Context: an optimization exercise on an open-source flow, tuned for a short achievable clock period and few clock cycles. The choices shown serve that exercise and are no tape-out recipe.
No functional check of the RTL was part of this run.
No activity file was given, so power comes from the tool's default toggle rates.

**flow/run.sh**
```bash
#!/bin/bash
# synth_recipe.tcl (not shown) runs the flow's synth.tcl, then flattens the netlist and writes it again
# the make line also repeats each setting of config.mk as NAME=value (left out here)
make -C /OpenROAD-flow-scripts/flow DESIGN_CONFIG=/design/flow/config.mk WORK_HOME=/design/flow/orfs CLKGATE_MAP_FILE= SYNTH_SCRIPT=/design/flow/synth_recipe.tcl finish
```
**flow/config.mk**
```make
export PLATFORM = sky130hd
export DESIGN_NAME = rv32i_cpu
export DESIGN_NICKNAME = rv32i_cpu
export VERILOG_FILES = /design/flow/design.v
export SDC_FILE = /design/flow/constraint.sdc
export NUM_CORES = 4
export LEC_CHECK = 0
export CAP_MARGIN = 20
export CORE_MARGIN = 2
export CORE_UTILIZATION = 30
export PLACE_DENSITY = 0.36
export SLEW_MARGIN = 20
```
**flow/constraint.sdc**
```tcl
create_clock -name core_clock -period 30.0 [get_ports {clk}]
set_input_delay 6.0000 -clock core_clock [delete_from_list [all_inputs] [get_ports {clk}]]
set_output_delay 6.0000 -clock core_clock [all_outputs]
set_load 0.01 [all_outputs]
```
**flow/design.v**
```verilog
`timescale 1ns/1ns
module regfile(input             clk, 
               input             we, 
               input      [4:0]  rs1, rs2,
               input      [4:0]  rd, 
               input      [31:0] rd_data, 
               output reg [31:0] rs1_data, rs2_data);
	reg [31:0] x1;
	reg [31:0] x2;
	reg [31:0] x3;
	reg [31:0] x4;
	reg [31:0] x5;
	reg [31:0] x6;
	reg [31:0] x7;
	reg [31:0] x8;
	reg [31:0] x9;
	reg [31:0] x10;
	reg [31:0] x11;
	reg [31:0] x12;
	reg [31:0] x13;
	reg [31:0] x14;
	reg [31:0] x15;
	reg [31:0] x16;
	reg [31:0] x17;
	reg [31:0] x18;
	reg [31:0] x19;
	reg [31:0] x20;
	reg [31:0] x21;
	reg [31:0] x22;
	reg [31:0] x23;
	reg [31:0] x24;
	reg [31:0] x25;
	reg [31:0] x26;
	reg [31:0] x27;
	reg [31:0] x28;
	reg [31:0] x29;
	reg [31:0] x30;
	reg [31:0] x31;
	always @(posedge clk)
	begin
  	 if (we) 
	 begin
   		case (rd[4:0])
   		5'd0:   ;
   		5'd1:   x1  <= rd_data;
   		5'd2:   x2  <= rd_data;
   		5'd3:   x3  <= rd_data;
   		5'd4:   x4  <= rd_data;
   		5'd5:   x5  <= rd_data;
   		5'd6:   x6  <= rd_data;
   		5'd7:   x7  <= rd_data;
   		5'd8:   x8  <= rd_data;
   		5'd9:   x9  <= rd_data;
   		5'd10:  x10 <= rd_data;
   		5'd11:  x11 <= rd_data;
   		5'd12:  x12 <= rd_data;
   		5'd13:  x13 <= rd_data;
   		5'd14:  x14 <= rd_data;
   		5'd15:  x15 <= rd_data;
   		5'd16:  x16 <= rd_data;
   		5'd17:  x17 <= rd_data;
   		5'd18:  x18 <= rd_data;
   		5'd19:  x19 <= rd_data;
   		5'd20:  x20 <= rd_data;
   		5'd21:  x21 <= rd_data;
   		5'd22:  x22 <= rd_data;
   		5'd23:  x23 <= rd_data;
   		5'd24:  x24 <= rd_data;
   		5'd25:  x25 <= rd_data;
   		5'd26:  x26 <= rd_data;
   		5'd27:  x27 <= rd_data;
   		5'd28:  x28 <= rd_data;
   		5'd29:  x29 <= rd_data;
   		5'd30:  x30 <= rd_data;
   		5'd31:  x31 <= rd_data;
   		endcase
     end
	end
	always @(*)
	begin
		case (rs2[4:0])
		5'd0:   rs2_data = 32'b0;
		5'd1:   rs2_data = x1;
		5'd2:   rs2_data = x2;
		5'd3:   rs2_data = x3;
		5'd4:   rs2_data = x4;
		5'd5:   rs2_data = x5;
		5'd6:   rs2_data = x6;
		5'd7:   rs2_data = x7;
		5'd8:   rs2_data = x8;
		5'd9:   rs2_data = x9;
		5'd10:  rs2_data = x10;
		5'd11:  rs2_data = x11;
		5'd12:  rs2_data = x12;
		5'd13:  rs2_data = x13;
		5'd14:  rs2_data = x14;
		5'd15:  rs2_data = x15;
		5'd16:  rs2_data = x16;
		5'd17:  rs2_data = x17;
		5'd18:  rs2_data = x18;
		5'd19:  rs2_data = x19;
		5'd20:  rs2_data = x20;
		5'd21:  rs2_data = x21;
		5'd22:  rs2_data = x22;
		5'd23:  rs2_data = x23;
		5'd24:  rs2_data = x24;
		5'd25:  rs2_data = x25;
		5'd26:  rs2_data = x26;
		5'd27:  rs2_data = x27;
		5'd28:  rs2_data = x28;
		5'd29:  rs2_data = x29;
		5'd30:  rs2_data = x30;
		5'd31:  rs2_data = x31;
		endcase
	end
	always @(*)
	begin
		case (rs1[4:0])
		5'd0:   rs1_data = 32'b0;
		5'd1:   rs1_data = x1;
		5'd2:   rs1_data = x2;
		5'd3:   rs1_data = x3;
		5'd4:   rs1_data = x4;
		5'd5:   rs1_data = x5;
		5'd6:   rs1_data = x6;
		5'd7:   rs1_data = x7;
		5'd8:   rs1_data = x8;
		5'd9:   rs1_data = x9;
		5'd10:  rs1_data = x10;
		5'd11:  rs1_data = x11;
		5'd12:  rs1_data = x12;
		5'd13:  rs1_data = x13;
		5'd14:  rs1_data = x14;
		5'd15:  rs1_data = x15;
		5'd16:  rs1_data = x16;
		5'd17:  rs1_data = x17;
		5'd18:  rs1_data = x18;
		5'd19:  rs1_data = x19;
		5'd20:  rs1_data = x20;
		5'd21:  rs1_data = x21;
		5'd22:  rs1_data = x22;
		5'd23:  rs1_data = x23;
		5'd24:  rs1_data = x24;
		5'd25:  rs1_data = x25;
		5'd26:  rs1_data = x26;
		5'd27:  rs1_data = x27;
		5'd28:  rs1_data = x28;
		5'd29:  rs1_data = x29;
		5'd30:  rs1_data = x30;
		5'd31:  rs1_data = x31;
		endcase
	end
endmodule
module alu(input      [31:0] a, b, 
           input      [4:0]  alucont, 
           output reg [31:0] result,
           output            N,
           output            Z,
           output            C,
           output            V);
  wire [31:0] b2, sum, mult, mpool;
  wire [3:0]  bge;
  wire        slt, sltu, custom;
  assign b2 = alucont[4] ? ~b:b; 
  adder_32bit iadder32 (.a   (a),
			     				.b   (b2),
								.cin (alucont[4]),
								.custom (custom),
								.sum (sum),
								.N   (N),
								.Z   (Z),
								.C   (C),
								.V   (V),
								.bge	(bge));
  multiplier_8bit imul3(.a		(a[31:24]), 
								.b		(b[31:24]),
								.mult	(mult[31:24]));
  multiplier_8bit imul2(.a		(a[23:16]),
								.b		(b[23:16]),
								.mult	(mult[23:16]));
  multiplier_8bit imul1(.a		(a[15:8]), 
								.b		(b[15:8]),
								.mult	(mult[15:8]));
  multiplier_8bit imul0(.a		(a[7:0]), 
								.b		(b[7:0]),
								.mult	(mult[7:0]));
  assign mpool[31:24] = bge[3] ? a[31:24]:b[31:24];
  assign mpool[23:16] = bge[2] ? a[23:16]:b[23:16];
  assign mpool[15:8]  = bge[1] ? a[15:8]:b[15:8];
  assign mpool[7:0] 	 = bge[0] ? a[7:0]:b[7:0];
  assign slt  = N ^ V ; 
  assign sltu = ~C ;   
  assign custom = alucont[3] & (alucont[1] | alucont[0]);
  always@(*)
    case(alucont[3:0])
      4'b0000,
		4'b1001: result = sum;     
      4'b0001: result = a & b;
      4'b0010: result = a | b;
      4'b0011: result = a ^ b;
      4'b0100: result = a << b[4:0];   
      4'b0101: result = a >> b[4:0];   
      4'b0110: result = $signed(a) >>> b[4:0];  
      4'b0111: result = {31'b0,slt};   
      4'b1000: result = {31'b0,sltu};  
		4'b1010: result = mult;
		4'b1011: result = mpool;
      default: result = 32'b0;
    endcase
endmodule
module adder_32bit (input  [31:0] a, b, 
                    input         cin, custom,
                    output [31:0] sum,
                    output        N,Z,C,V,
						  output	[3:0]	 bge);
	wire [31:0]  ctmp;
	wire [3:0]	cin4;
	assign N = sum[31];
	assign Z = (sum == 32'b0);
	assign C = ctmp[31];
	assign V = ctmp[31] ^ ctmp[30];
	assign bge[3] = (sum[31] == (ctmp[31] ^ ctmp[30]));
	adder_1bit bit31 (.a(a[31]), .b(b[31]), .cin(ctmp[30]), .sum(sum[31]), .cout(ctmp[31]));
	adder_1bit bit30 (.a(a[30]), .b(b[30]), .cin(ctmp[29]), .sum(sum[30]), .cout(ctmp[30]));
	adder_1bit bit29 (.a(a[29]), .b(b[29]), .cin(ctmp[28]), .sum(sum[29]), .cout(ctmp[29]));
	adder_1bit bit28 (.a(a[28]), .b(b[28]), .cin(ctmp[27]), .sum(sum[28]), .cout(ctmp[28]));
	adder_1bit bit27 (.a(a[27]), .b(b[27]), .cin(ctmp[26]), .sum(sum[27]), .cout(ctmp[27]));
	adder_1bit bit26 (.a(a[26]), .b(b[26]), .cin(ctmp[25]), .sum(sum[26]), .cout(ctmp[26]));
	adder_1bit bit25 (.a(a[25]), .b(b[25]), .cin(ctmp[24]), .sum(sum[25]), .cout(ctmp[25]));
	adder_1bit bit24 (.a(a[24]), .b(b[24]), .cin(cin4[3]),  .sum(sum[24]), .cout(ctmp[24]));
	assign cin4[3] = (custom & cin)|(~custom & ctmp[23]);
	assign bge[2] = (sum[23] == (ctmp[23] ^ ctmp[22]));
	adder_1bit bit23 (.a(a[23]), .b(b[23]), .cin(ctmp[22]), .sum(sum[23]), .cout(ctmp[23]));
	adder_1bit bit22 (.a(a[22]), .b(b[22]), .cin(ctmp[21]), .sum(sum[22]), .cout(ctmp[22]));
	adder_1bit bit21 (.a(a[21]), .b(b[21]), .cin(ctmp[20]), .sum(sum[21]), .cout(ctmp[21]));
	adder_1bit bit20 (.a(a[20]), .b(b[20]), .cin(ctmp[19]), .sum(sum[20]), .cout(ctmp[20]));
	adder_1bit bit19 (.a(a[19]), .b(b[19]), .cin(ctmp[18]), .sum(sum[19]), .cout(ctmp[19]));
	adder_1bit bit18 (.a(a[18]), .b(b[18]), .cin(ctmp[17]), .sum(sum[18]), .cout(ctmp[18]));
	adder_1bit bit17 (.a(a[17]), .b(b[17]), .cin(ctmp[16]), .sum(sum[17]), .cout(ctmp[17]));
	adder_1bit bit16 (.a(a[16]), .b(b[16]), .cin(cin4[2]),  .sum(sum[16]), .cout(ctmp[16]));
	assign cin4[2] = (custom & cin)|(~custom & ctmp[15]);
	assign bge[1] = (sum[15] == (ctmp[15] ^ ctmp[14]));
	adder_1bit bit15 (.a(a[15]), .b(b[15]), .cin(ctmp[14]), .sum(sum[15]), .cout(ctmp[15]));
	adder_1bit bit14 (.a(a[14]), .b(b[14]), .cin(ctmp[13]), .sum(sum[14]), .cout(ctmp[14]));
	adder_1bit bit13 (.a(a[13]), .b(b[13]), .cin(ctmp[12]), .sum(sum[13]), .cout(ctmp[13]));
	adder_1bit bit12 (.a(a[12]), .b(b[12]), .cin(ctmp[11]), .sum(sum[12]), .cout(ctmp[12]));
	adder_1bit bit11 (.a(a[11]), .b(b[11]), .cin(ctmp[10]), .sum(sum[11]), .cout(ctmp[11]));
	adder_1bit bit10 (.a(a[10]), .b(b[10]), .cin(ctmp[9]),  .sum(sum[10]), .cout(ctmp[10]));
	adder_1bit bit9  (.a(a[9]),  .b(b[9]),  .cin(ctmp[8]),  .sum(sum[9]),  .cout(ctmp[9]));
	adder_1bit bit8  (.a(a[8]),  .b(b[8]),  .cin(cin4[1]),  .sum(sum[8]),  .cout(ctmp[8]));
	assign cin4[1] = (custom & cin)|(~custom & ctmp[7]);
	assign bge[0] = (sum[7] == (ctmp[7] ^ ctmp[6]));
	adder_1bit bit7  (.a(a[7]),  .b(b[7]),  .cin(ctmp[6]),  .sum(sum[7]),  .cout(ctmp[7]));
	adder_1bit bit6  (.a(a[6]),  .b(b[6]),  .cin(ctmp[5]),  .sum(sum[6]),  .cout(ctmp[6]));
	adder_1bit bit5  (.a(a[5]),  .b(b[5]),  .cin(ctmp[4]),  .sum(sum[5]),  .cout(ctmp[5]));
	adder_1bit bit4  (.a(a[4]),  .b(b[4]),  .cin(ctmp[3]),  .sum(sum[4]),  .cout(ctmp[4]));
	adder_1bit bit3  (.a(a[3]),  .b(b[3]),  .cin(ctmp[2]),  .sum(sum[3]),  .cout(ctmp[3]));
	adder_1bit bit2  (.a(a[2]),  .b(b[2]),  .cin(ctmp[1]),  .sum(sum[2]),  .cout(ctmp[2]));
	adder_1bit bit1  (.a(a[1]),  .b(b[1]),  .cin(ctmp[0]),  .sum(sum[1]),  .cout(ctmp[1]));
	adder_1bit bit0  (.a(a[0]),  .b(b[0]),  .cin(cin4[0]),  .sum(sum[0]),  .cout(ctmp[0]));
	assign cin4[0] = cin;
endmodule
module multiplier_8bit (input [7:0] 	a, b,
								output [7:0] 	mult);
  wire [15:0]	multiplicand[7:0];
  wire [7:0]	multiplier[7:0];
  wire [15:0]	stemp[7:0];
  wire [7:0]	a2, b2;
  assign a2 = a[7] ? ~a+1 : a;
  assign b2 = b[7] ? ~b+1 : b;
  assign mult = stemp[7][15:8];
  assign stemp[7] = a[7]^b[7] ? ~stemp[6]+1 : stemp[6];
  adder_16bit add6(.a		(stemp[5]),
					.b 	(stemp[4]),
               .cin	(1'b0),
               .sum	(stemp[6]));
  adder_16bit add5(.a		(stemp[3]),
					.b 	(stemp[2]),
               .cin	(1'b0),
               .sum	(stemp[5]));
  adder_16bit add4(.a		(stemp[1]),
					.b 	(stemp[0]),
               .cin	(1'b0),
               .sum	(stemp[4]));
  adder_16bit add3(.a		(multiplicand[7]),
					.b 	(multiplicand[6]),
               .cin	(1'b0),
               .sum	(stemp[3]));
  adder_16bit add2(.a		(multiplicand[5]),
					.b 	(multiplicand[4]),
               .cin	(1'b0),
               .sum	(stemp[2]));
  adder_16bit add1(.a		(multiplicand[3]),
					.b 	(multiplicand[2]),
               .cin	(1'b0),
               .sum	(stemp[1]));
  adder_16bit add0(.a		(multiplicand[1]),
					.b 	(multiplicand[0]),
               .cin	(1'b0),
               .sum	(stemp[0]));
  assign multiplicand[7] = {1'b0, b2 & multiplier[7], 7'b0000000};
  assign multiplicand[6] = {2'b00, b2 & multiplier[6], 6'b000000};
  assign multiplicand[5] = {3'b000, b2 & multiplier[5], 5'b00000};
  assign multiplicand[4] = {4'b0000, b2 & multiplier[4], 4'b0000};
  assign multiplicand[3] = {5'b00000, b2 & multiplier[3], 3'b000};
  assign multiplicand[2] = {6'b000000, b2 & multiplier[2], 2'b00};
  assign multiplicand[1] = {7'b0000000, b2 & multiplier[1], 1'b0};
  assign multiplicand[0] = {8'b00000000, b2 & multiplier[0]};
  assign multiplier[7] = {8{a2[7]}};
  assign multiplier[6] = {8{a2[6]}};
  assign multiplier[5] = {8{a2[5]}};
  assign multiplier[4] = {8{a2[4]}};
  assign multiplier[3] = {8{a2[3]}};
  assign multiplier[2] = {8{a2[2]}};
  assign multiplier[1] = {8{a2[1]}};
  assign multiplier[0] = {8{a2[0]}};
endmodule
module adder_16bit (input  [15:0] a, b, 
                    input         cin,
                    output [15:0] sum);
	wire [15:0]  ctmp;
	adder_1bit bit15 (.a(a[15]), .b(b[15]), .cin(ctmp[14]), .sum(sum[15]), .cout(ctmp[15]));
	adder_1bit bit14 (.a(a[14]), .b(b[14]), .cin(ctmp[13]), .sum(sum[14]), .cout(ctmp[14]));
	adder_1bit bit13 (.a(a[13]), .b(b[13]), .cin(ctmp[12]), .sum(sum[13]), .cout(ctmp[13]));
	adder_1bit bit12 (.a(a[12]), .b(b[12]), .cin(ctmp[11]), .sum(sum[12]), .cout(ctmp[12]));
	adder_1bit bit11 (.a(a[11]), .b(b[11]), .cin(ctmp[10]), .sum(sum[11]), .cout(ctmp[11]));
	adder_1bit bit10 (.a(a[10]), .b(b[10]), .cin(ctmp[9]),  .sum(sum[10]), .cout(ctmp[10]));
	adder_1bit bit9  (.a(a[9]),  .b(b[9]),  .cin(ctmp[8]),  .sum(sum[9]),  .cout(ctmp[9]));
	adder_1bit bit8  (.a(a[8]),  .b(b[8]),  .cin(ctmp[7]),  .sum(sum[8]),  .cout(ctmp[8]));
	adder_1bit bit7  (.a(a[7]),  .b(b[7]),  .cin(ctmp[6]),  .sum(sum[7]),  .cout(ctmp[7]));
	adder_1bit bit6  (.a(a[6]),  .b(b[6]),  .cin(ctmp[5]),  .sum(sum[6]),  .cout(ctmp[6]));
	adder_1bit bit5  (.a(a[5]),  .b(b[5]),  .cin(ctmp[4]),  .sum(sum[5]),  .cout(ctmp[5]));
	adder_1bit bit4  (.a(a[4]),  .b(b[4]),  .cin(ctmp[3]),  .sum(sum[4]),  .cout(ctmp[4]));
	adder_1bit bit3  (.a(a[3]),  .b(b[3]),  .cin(ctmp[2]),  .sum(sum[3]),  .cout(ctmp[3]));
	adder_1bit bit2  (.a(a[2]),  .b(b[2]),  .cin(ctmp[1]),  .sum(sum[2]),  .cout(ctmp[2]));
	adder_1bit bit1  (.a(a[1]),  .b(b[1]),  .cin(ctmp[0]),  .sum(sum[1]),  .cout(ctmp[1]));
	adder_1bit bit0  (.a(a[0]),  .b(b[0]),  .cin(cin),  	  .sum(sum[0]),  .cout(ctmp[0]));
endmodule
module adder_1bit (input a, b, cin,
                   output sum, cout);
  assign sum  = a ^ b ^ cin;
  assign cout = (a & b) | (a & cin) | (b & cin);
endmodule
module mux2 #(parameter WIDTH = 8)
             (input  [WIDTH-1:0] d0, d1, 
              input              s, 
              output [WIDTH-1:0] y);
  assign y = s ? d1 : d0; 
endmodule
`timescale 1ns/1ns
module rv32i_cpu (
		      input         clk, reset,
            output [31:0] pc,		  		 
            input  [31:0] inst, 			 
            output        MemWrite, 	 
            output [31:0] MemAddr,  	 
            output [31:0] MemWData, 	 
            output [3:0]  ByteEnable,   
            input  [31:0] MemRData); 	 
  wire        auipc, lui;
  wire        ALUSrc, RegWrite;
  wire [4:0]  ALUcontrol;
  wire        MemtoReg, ByteReg;
  wire        branch, jal, jalr;
  controller i_controller(
      .opcode		(inst[6:0]), 
		.funct7		(inst[31:25]), 
		.funct3		(inst[14:12]), 
		.auipc		(auipc),
		.lui			(lui),
		.MemtoReg	(MemtoReg),
		.MemWrite	(MemWrite),
		.branch		(branch),
		.ALUSrc		(ALUSrc),
		.RegWrite	(RegWrite),
		.jal			(jal),
		.jalr			(jalr),
		.ByteReg		(ByteReg),
		.ALUcontrol	(ALUcontrol));
  datapath i_datapath(
		.clk				(clk),
		.reset			(reset),
		.auipc			(auipc),
		.lui				(lui),
		.MemtoReg		(MemtoReg),
		.MemWrite		(MemWrite),
		.branch			(branch),
		.ALUSrc			(ALUSrc),
		.RegWrite		(RegWrite),
		.jal				(jal),
		.jalr				(jalr),
		.ByteReg			(ByteReg),
		.ALUcontrol		(ALUcontrol),
		.pc				(pc),
		.inst				(inst),
		.aluout			(MemAddr), 
		.MemWData		(MemWData),
		.ByteEnable		(ByteEnable),
		.MemRData		(MemRData));
endmodule
module controller(input  [6:0] opcode,
                  input  [6:0] funct7,
                  input  [2:0] funct3,
                  output       auipc,
                  output       lui,
                  output       ALUSrc,
                  output [4:0] ALUcontrol,
                  output       branch,
                  output       jal,
                  output       jalr,
						output		 ByteReg,
                  output       MemtoReg,
                  output       MemWrite,
                  output       RegWrite);
	maindec i_maindec(
		.opcode		(opcode),
		.auipc		(auipc),
		.lui			(lui),
		.MemtoReg	(MemtoReg),
		.MemWrite	(MemWrite),
		.branch		(branch),
		.ALUSrc		(ALUSrc),
		.RegWrite	(RegWrite),
		.jal			(jal),
		.jalr			(jalr),
		.ByteReg		(ByteReg));
	aludec i_aludec( 
		.opcode     (opcode),
		.funct7     (funct7),
		.funct3     (funct3),
		.ALUcontrol (ALUcontrol));
endmodule
module maindec(input  [6:0] opcode,
               output       auipc,
               output       lui,
               output       RegWrite,
               output       ALUSrc,
               output       MemtoReg, MemWrite,
               output       branch, 
               output       jal,
               output       jalr,
					output		 ByteReg);
  reg [9:0] controls;
  assign {auipc, lui, RegWrite, ALUSrc, 
			 MemtoReg, MemWrite, branch, jal, 
			 jalr, ByteReg} = controls;
  always @(*)
  begin
    case(opcode)
      7'b0110011: 			controls = 10'b0010_0000_00;  
      7'b0010011: 	controls = 10'b0011_0000_00;  
      7'b0000011: 	controls = 10'b0011_1000_00;  
      7'b1100111: 	controls = 10'b0011_0000_10;  
      7'b0100011: 			controls = 10'b0001_0100_00;  
      7'b1100011: 			controls = 10'b0000_0010_00;  
      7'b0110111: 		controls = 10'b0111_0000_00;  
      7'b0010111:	controls = 10'b1010_0000_00;  
      7'b1101111: 		controls = 10'b0011_0001_00;  
		7'b0001011:			controls	= 10'b0011_1000_01;  
      default:    	controls = 10'b0000_0000_00;  
    endcase
  end
endmodule
module aludec(input      [6:0] opcode,
              input      [6:0] funct7,
              input      [2:0] funct3,
              output reg [4:0] ALUcontrol);
  always @(*)
    case(opcode)
      7'b0110011:   		 
		begin
			case({funct7,funct3})
			 10'b0000000_000: ALUcontrol = 5'b00000;  
			 10'b0100000_000: ALUcontrol = 5'b10000;  
			 10'b0010000_000: ALUcontrol = 5'b01001;  
			 10'b0000000_001: ALUcontrol = 5'b00100;  
			 10'b0010000_001: ALUcontrol = 5'b01010;  
			 10'b0000000_010: ALUcontrol = 5'b10111;  
			 10'b0010000_010: ALUcontrol = 5'b11011;  
			 10'b0000000_011: ALUcontrol = 5'b11000;  
			 10'b0000000_100: ALUcontrol = 5'b00011;  
			 10'b0000000_101: ALUcontrol = 5'b00101;  
			 10'b0100000_101: ALUcontrol = 5'b00110;  
			 10'b0000000_110: ALUcontrol = 5'b00010;  
			 10'b0000000_111: ALUcontrol = 5'b00001;  
          default:         ALUcontrol = 5'b00000;  
        endcase
		end
      7'b0010011:    
		begin
			casez({funct7,funct3})
			 10'b???????_000:  ALUcontrol = 5'b00000;  
			 10'b0000000_001:  ALUcontrol = 5'b00100;  
			 10'b???????_010:  ALUcontrol = 5'b10111;  
			 10'b???????_011:  ALUcontrol = 5'b11000;  
			 10'b???????_100:  ALUcontrol = 5'b00011;  
			 10'b0000000_101:  ALUcontrol = 5'b00101;  
			 10'b0100000_101:  ALUcontrol = 5'b00110;  
			 10'b???????_110:  ALUcontrol = 5'b00010;  
			 10'b???????_111:  ALUcontrol = 5'b00001;  
          default:          ALUcontrol = 5'b00000;  
        endcase
		end
      7'b0000011, 	 
      7'b1100111, 	 
      7'b0100011,   		 
      7'b0110111, 		 
      7'b0010111,	 
		7'b0001011: 		 
      	ALUcontrol = 5'b00000;   
      7'b1100011:   		 
      	ALUcontrol = 5'b10000;   
      default: 
      	ALUcontrol = 5'b00000;  
    endcase
endmodule
module datapath(input         clk, reset,
                input  [31:0] inst,
                input         auipc,
                input         lui,
                input         RegWrite,
                input         MemtoReg,
                input         MemWrite,
                input         ALUSrc, 
                input  [4:0]  ALUcontrol,
                input         branch,
                input         jal,
                input         jalr,
					 input			ByteReg,
                output reg [31:0] pc,
                output     [31:0] aluout,
                output     [31:0] MemWData,
                output reg [3:0]  ByteEnable,
                input      [31:0] MemRData);
  wire [4:0]  rs1, rs2, rd;
  wire [2:0]  funct3;
  wire [31:0] rs1_data, rs2_data;
  reg  [31:0] rd_data;
  wire [20:1] jal_imm;
  wire [31:0] se_jal_imm;
  wire [12:1] br_imm;
  wire [31:0] se_br_imm;
  wire [31:0] se_imm_itype;
  wire [31:0] se_imm_stype;
  wire [31:0] auipc_lui_imm;
  reg  [31:0] alusrc1;
  reg  [31:0] alusrc2;
  reg  [31:0] MemRData2RF;
  reg	 [31:0] MemRData2BRF;
  wire [31:0] branch_dest, jal_dest, jalr_dest, jalr_dest_tmp;
  wire		  Nflag, Zflag, Cflag, Vflag;
  wire		  f3beq, f3bne, f3blt, f3bge, f3bltu, f3bgeu;
  wire		  beq_taken;
  wire		  bne_taken;
  wire		  blt_taken;
  wire		  bge_taken;
  wire		  bltu_taken;
  wire		  bgeu_taken;
  wire		  btaken;
  assign rs1 = inst[19:15];
  assign rs2 = ByteReg ? inst[11:7]:inst[24:20];
  assign rd  = inst[11:7];
  assign funct3  = ByteReg ? 3'b100 : inst[14:12];
  assign f3beq  = (funct3 == 3'b000);
  assign f3bne  = (funct3 == 3'b001);
  assign f3blt  = (funct3 == 3'b100);
  assign f3bge  = (funct3 == 3'b101);
  assign f3bltu = (funct3 == 3'b110);
  assign f3bgeu = (funct3 == 3'b111);
  assign beq_taken  =  branch & f3beq & Zflag;
  assign bne_taken  =  branch & f3bne & ~Zflag;
  assign blt_taken  =  branch & f3blt & (Nflag != Vflag);
  assign bge_taken  =  branch & f3bge & (Nflag == Vflag);
  assign bltu_taken =  branch & f3bltu & ~Cflag;
  assign bgeu_taken =  branch & f3bgeu & Cflag;
  assign btaken     =  beq_taken  | bne_taken | blt_taken | 
			              bge_taken | bltu_taken | bgeu_taken;
  assign branch_dest = (pc + se_br_imm);
  assign jal_dest    = (pc + se_jal_imm);
  assign jalr_dest   = {aluout[31:1],1'b0};  
  always @(posedge clk, posedge reset)
  begin
     if (reset)  pc <= 32'b0;
	  else 
	  begin
	      if (btaken)      
				pc <= branch_dest;
		   else if (jal)    
				pc <= jal_dest;
		   else if (jalr)   
				pc <= jalr_dest;
		   else 
				pc <= (pc + 4);
	  end
  end
  assign jal_imm[20:1] = {inst[31],inst[19:12],inst[20],inst[30:21]};
  assign se_jal_imm[31:0] = {{11{jal_imm[20]}},jal_imm[20:1],1'b0};
  assign br_imm[12:1] = {inst[31],inst[7],inst[30:25],inst[11:8]};
  assign se_br_imm[31:0] = {{19{br_imm[12]}},br_imm[12:1],1'b0};
  regfile i_regfile(
    .clk			(clk),
    .we			(RegWrite),
    .rs1			(rs1),
    .rs2			(rs2),
    .rd			(rd),
    .rd_data	(rd_data),
    .rs1_data	(rs1_data),
    .rs2_data	(rs2_data));
	assign MemWData = rs2_data << {aluout[1:0], 3'b000};
	alu i_alu(
		.a			(alusrc1),
		.b			(alusrc2),
		.alucont	(ALUcontrol),
		.result	(aluout),
		.N			(Nflag),
		.Z			(Zflag),
		.C			(Cflag),
		.V			(Vflag));
	always@(*)
	begin
		if      (auipc)	alusrc1[31:0]  =  pc;
		else if (lui) 		alusrc1[31:0]  =  32'b0;
		else          		alusrc1[31:0]  =  rs1_data[31:0];
	end
	always@(*)
	begin
		if	     (auipc | lui)			alusrc2[31:0] = auipc_lui_imm[31:0];
		else if (ALUSrc & MemWrite)	alusrc2[31:0] = se_imm_stype[31:0];
		else if (ALUSrc)					alusrc2[31:0] = se_imm_itype[31:0];
		else									alusrc2[31:0] = rs2_data[31:0];
	end
	assign se_imm_itype[31:0] = {{20{inst[31]}},inst[31:20]};
	assign se_imm_stype[31:0] = {{20{inst[31]}},inst[31:25],inst[11:7]};
	assign auipc_lui_imm[31:0] = {inst[31:12],12'b0};
	always@(*)
	begin
		if	     (jal | jalr)	rd_data[31:0] = pc + 4;
		else if (ByteReg)		rd_data[31:0] = MemRData2BRF;
		else if (MemtoReg)	rd_data[31:0] = MemRData2RF;
		else						rd_data[31:0] = aluout;
	end
	always@(*)
	begin
		if(ByteReg)
		begin
			case(inst[13:12])
			2'b00:	MemRData2BRF = {rs2_data[31:8],MemRData2RF[7:0]};
			2'b01:	MemRData2BRF = {rs2_data[31:16],MemRData2RF[7:0],rs2_data[7:0]};
			2'b10:	MemRData2BRF = {rs2_data[31:24],MemRData2RF[7:0],rs2_data[15:0]};
			2'b11:	MemRData2BRF = {MemRData2RF[7:0],rs2_data[23:0]};
			endcase
		end
		else
			MemRData2BRF = rs2_data;
	end
	wire [1:0] Addr_Last2;
	assign Addr_Last2 = aluout[1:0];
	always@(*)
	begin
    case(funct3)
		3'b000,   
		3'b100:   
		         case (Addr_Last2)
			       2'b00:   ByteEnable = 4'b0001; 
			       2'b01:   ByteEnable = 4'b0010;
			       2'b10:   ByteEnable = 4'b0100;
			       2'b11:   ByteEnable = 4'b1000;
               endcase
		3'b001,   
		3'b101:   
		         case (Addr_Last2)
			       2'b00:   ByteEnable = 4'b0011; 
			       2'b10:   ByteEnable = 4'b1100;
			       default: ByteEnable = 4'b0000;
               endcase
		3'b010:   
			      ByteEnable = 4'b1111;
 	   default: ByteEnable = 4'b0000;
    endcase
	end
	always@(*)
	begin
    case(funct3)
		3'b000:   
		         case (Addr_Last2)
			       2'b00: MemRData2RF = {{24{MemRData[7]}},  MemRData[7:0]}; 
			       2'b01: MemRData2RF = {{24{MemRData[15]}}, MemRData[15:8]}; 
			       2'b10: MemRData2RF = {{24{MemRData[23]}}, MemRData[23:16]}; 
			       2'b11: MemRData2RF = {{24{MemRData[31]}}, MemRData[31:24]};
               endcase
		3'b001:   
		         case (Addr_Last2)
			       2'b00:    MemRData2RF = {{16{MemRData[15]}}, MemRData[15:0]}; 
			       2'b10:    MemRData2RF = {{16{MemRData[31]}}, MemRData[31:16]}; 
                default:  MemRData2RF = {{16{MemRData[15]}}, MemRData[15:0]};
               endcase
		3'b010:   
			      MemRData2RF = MemRData;
		3'b100:   
		         case (Addr_Last2)
			       2'b00: MemRData2RF = {24'b0,MemRData[7:0]}; 
			       2'b01: MemRData2RF = {24'b0,MemRData[15:8]}; 
			       2'b10: MemRData2RF = {24'b0,MemRData[23:16]}; 
			       2'b11: MemRData2RF = {24'b0,MemRData[31:24]};
               endcase
		3'b101:   
		         case (Addr_Last2)
			       2'b00:    MemRData2RF = {16'b0,MemRData[15:0]}; 
			       2'b10:    MemRData2RF = {16'b0,MemRData[31:16]}; 
                default:  MemRData2RF = {16'b0,MemRData[15:0]};
               endcase
      default:  MemRData2RF = MemRData[31:0]; 
    endcase
  end
endmodule
```
==> out/qor.txt <==
status = timing/DRC/antenna clean
Syn. warnings = 6
Initial Util = 0.3016
syn avg cell area = 10.42 um2
CP max FO = 17
fin cells = 10,130
Pre-antenna DRT Iters = 12
multi-input logic area = 36,560 um2
Clock Skew = 0.1038 ns
minimum clock period = 29.32 ns
die area = 235,000 um2
Place WS = 0.3760 ns
CP arrival = 23.32 ns
Lkg Pwr = 29.61 nW
CTS HTree Levels = 3
Core Util, Final = 0.3562
Syn-to-layout area delta = 18.11%
number of global-route vias before repair = 65,550
crit end category = output pin
initial antenna violation count = 48
xor and xnor area share after synthesis = 0.02186
DP HPWL = 349,700 um
Clock Tree Root = clkbuf_16
main combinational cell family by area after synthesis = compound AO/OA/AOI/OAI gates
most frequent cells in the layout = edfxtp_1, a22oi_1, buf_4, nand3_1, nand2_1
wire per inst = 49.40 um
cell mode on critical path = fa_1
Top Ports = 167
Post-synth EDFFs = 992
Core Rows = 176
ANT nets after route = 0
Syn Nets = 7,124
Hold Path Class = reg -> reg
prevailing post-synth register cell = edfxtp_1
FF/Latch Area = 30,560 um2
clock sink count = 1,023
Post-Route WL = 500,600 um
proportion of synthesized area in mux cells = 0.02213
hold_buf cts = 0
Core Area = 229,900 um2
Port Buffers = 165
Compound-Gate Fraction of Synth Area = 0.2130
nets@finish = 7,454
Worst Path Buf+Inv = 21
Top delay family on crit path = adder cells
Max VDD drop = 0.08257 mV
Slew HR = 0.1560
Clock Pin Slew Worst Setup and Hold Paths = 0.06 ns
share of post-route cells with drive strength above 1 = 0.1448
first-pass GRT wire length = 649,000 um
type of origin of the critical path = primary input
max incr delay on CP = 0.99 ns
Cells after Synth = 6,656
gpl congestion = 1.005
most common cell after layout, fill and taps aside = edfxtp_1
Fmax = 34.11 MHz
Power Density = 81.93 nW/um2
required time of the critical path = 24.00 ns
CTS Buf Count = 119
final worst slack = 0.6844 ns
pins over their slew limit = 0
GRT Total Usage = 0.4121
Final Hold Vio Count = 0
Die Wd = 484.7 um
CTS tree = done
Yosys cell types = 123
Placed Cells = 9,877
largest buffer count on any clock path = 3
global route overflow = 0
DR iter-0 viols = 10,570
post-synthesis simple-gate area fraction = 0.1595
DR vias = 68,500
die height = 484.7 um
fillers = 23,250
Seq/Total Area, Yosys = 0.4409
clk latency of the worst-skew pair = 0.85 ns
Synth Area in Adders = 0.09692
Remaining DRCs = 0
WS Path Type = in -> out
register bit count reported by yosys = 1,023
max cap viols = 0
ys async rst share = 0.03030
Final Cycle Share = 0.9772
CP max stage cell = nor3_2
Final setup viols = 0
area of the mapped netlist = 69,330 um2
largest net degree at the start of global routing = 64
vias per cell = 6.760
actual slew at the worst max-slew pin = 1.254 ns
## path summary, 6_finish.rpt
kind / to / from / slack (ns) / cells after the start
max in group asynchronous: i_datapath.pc[9] / reset / 23.72 / 3
setup / recovery: ByteEnable[2] / inst[17] / 0.68 / 70
hold reg to reg: i_datapath.pc[12] / i_datapath.pc[12] / 0.73 / 4
min in group asynchronous: i_datapath.pc[19] / reset / 5.87 / 3
hold / removal: i_datapath.pc[12] / i_datapath.pc[12] / 0.73 / 4
setup reg to reg: i_datapath.i_regfile.x5[11] / i_datapath.i_regfile.x25[0] / 11.47 / 72
## layout make-up
type,instances,area share
Tap cell,3026,0.04624
Multi-Input combinational cell,4863,0.4465
Inverter,267,0.01227
Clock buffer,141,0.03738
Clock inverter,79,0.01174
Sequential cell,1023,0.3733
Timing Repair Buffer,712,0.07197
Antenna cell,22,0.0006724
## routing by layer
metal / share of wire / vias up / routed length [um] / track usage
met5: 0.00034 / - / 170 / 0
li1: - / 26640 / - / -
met2: 0.45 / 5024 / 224100 / 0.6471
met1: 0.38 / 35410 / 191800 / 0.5132
met4: 0.077 / 24 / 38370 / 0.2630
met3: 0.092 / 1406 / 46180 / 0.08936
## cell usage after synthesis (all sizes together) (37+ instances only)
library cell  number  area, um2
a2111oi           57      545.5
a211oi            37      282.8
a21oi            206       1069
a221oi           119       1042
a222oi            39      390.4
a22o             117       1025
a22oi            579       4456
a31oi             64      415.4
and2              99      624.3
and3             186       1174
buf              185      967.2
clkbuf           319       1197
edfxtp           992      29790
fa               225       4504
ha               177       2215
inv              265      997.2
mux2              40      457.9
mux2i            103       1031
nand2            390       1479
nand2b            70      437.9
nand3            431       2157
nand4            169       1057
nor2             367       1404
nor2b             73      456.7
nor3              90      460.4
nor4              57      362.8
o211ai            80      610.6
o21ai            373       1886
o22ai             41      256.5
or4               38      289.0
xnor2            117       1025
xor2              56      490.5
## cell families (layout without fill, tap and decap cells)
family                   after synthesis  count (layout)
XOR/XNOR                             173             173
buffers and inverters                771            1199
adder cells (fa/ha/maj)              402             402
AO/OA/AOI/OAI                       2027            2027
other                                  1              23
AND/OR/NAND/NOR                     2114            2115
flip-flops                          1023            1023
multiplexers                         145             145
## worst min-delay path: stages, from the launching register on
cell and delay, ns:
dfrtp_1 0.35, ha_1 0.17, xnor2_1 0.07, nand2_1 0.06, nand2_1 0.05
## through the flow
step           total power (W)   TNS [ns]  hold slack, ns  area, um2
2_1_floorplan         0.003636          0          0.7301      69330
3_3_place_gp          0.005156          0          0.7185      77550
3_5_place_dp          0.005149          0          0.7239      77580
4_1_cts               0.006680          0          0.7370      81600
5_1_grt               0.006973  -0.005290          0.7883      81850
6_report              0.006709          0          0.7333      81880
## power by group
part / internal [W] / switching (W) / leakage, nW
registers: 0.00183 / 0.0000525 / 9.28
logic: 0.00107 / 0.00222 / 18.4
clock network: 0.000863 / 0.000675 / 1.93
total: 0.00377 / 0.00294 / 29.6
## repair_timing
item,CTS,global route
gates resized for setup,0,19
endpoints found under the setup margin,0,37
buffers inserted,0,11

static timing again, ports no longer ideal:
In the flow no input, the clock included, has a driving cell. The finished layout below was timed again as built, in two steps. Step 1: set_driving_cell puts a clkbuf_16 on clk and a buf_2 on each other input, an assumption about the parent block. Step 2 times the ports against the registers' clock, not the clock port: input delays grow and output delays shrink by t, the midpoint of the rising clock arrivals with the driver on. a / b / c = ideal ports / drivers / drivers and shift; a / b = the first two.
shift t [ns]: 0.906
slack for setup (ns): 0.684 / 0.627 / 0.627
hold slack, ns: 0.733 / 0.733 / 0.733
clock arrival spread, ns: 0.104 / 0.104
worst slew at a driven data input, ns: 0.14
After both steps this run still meets setup and hold. The setup slack of this run moves by -0.057 ns with the drivers and by -0.057 ns with both steps.
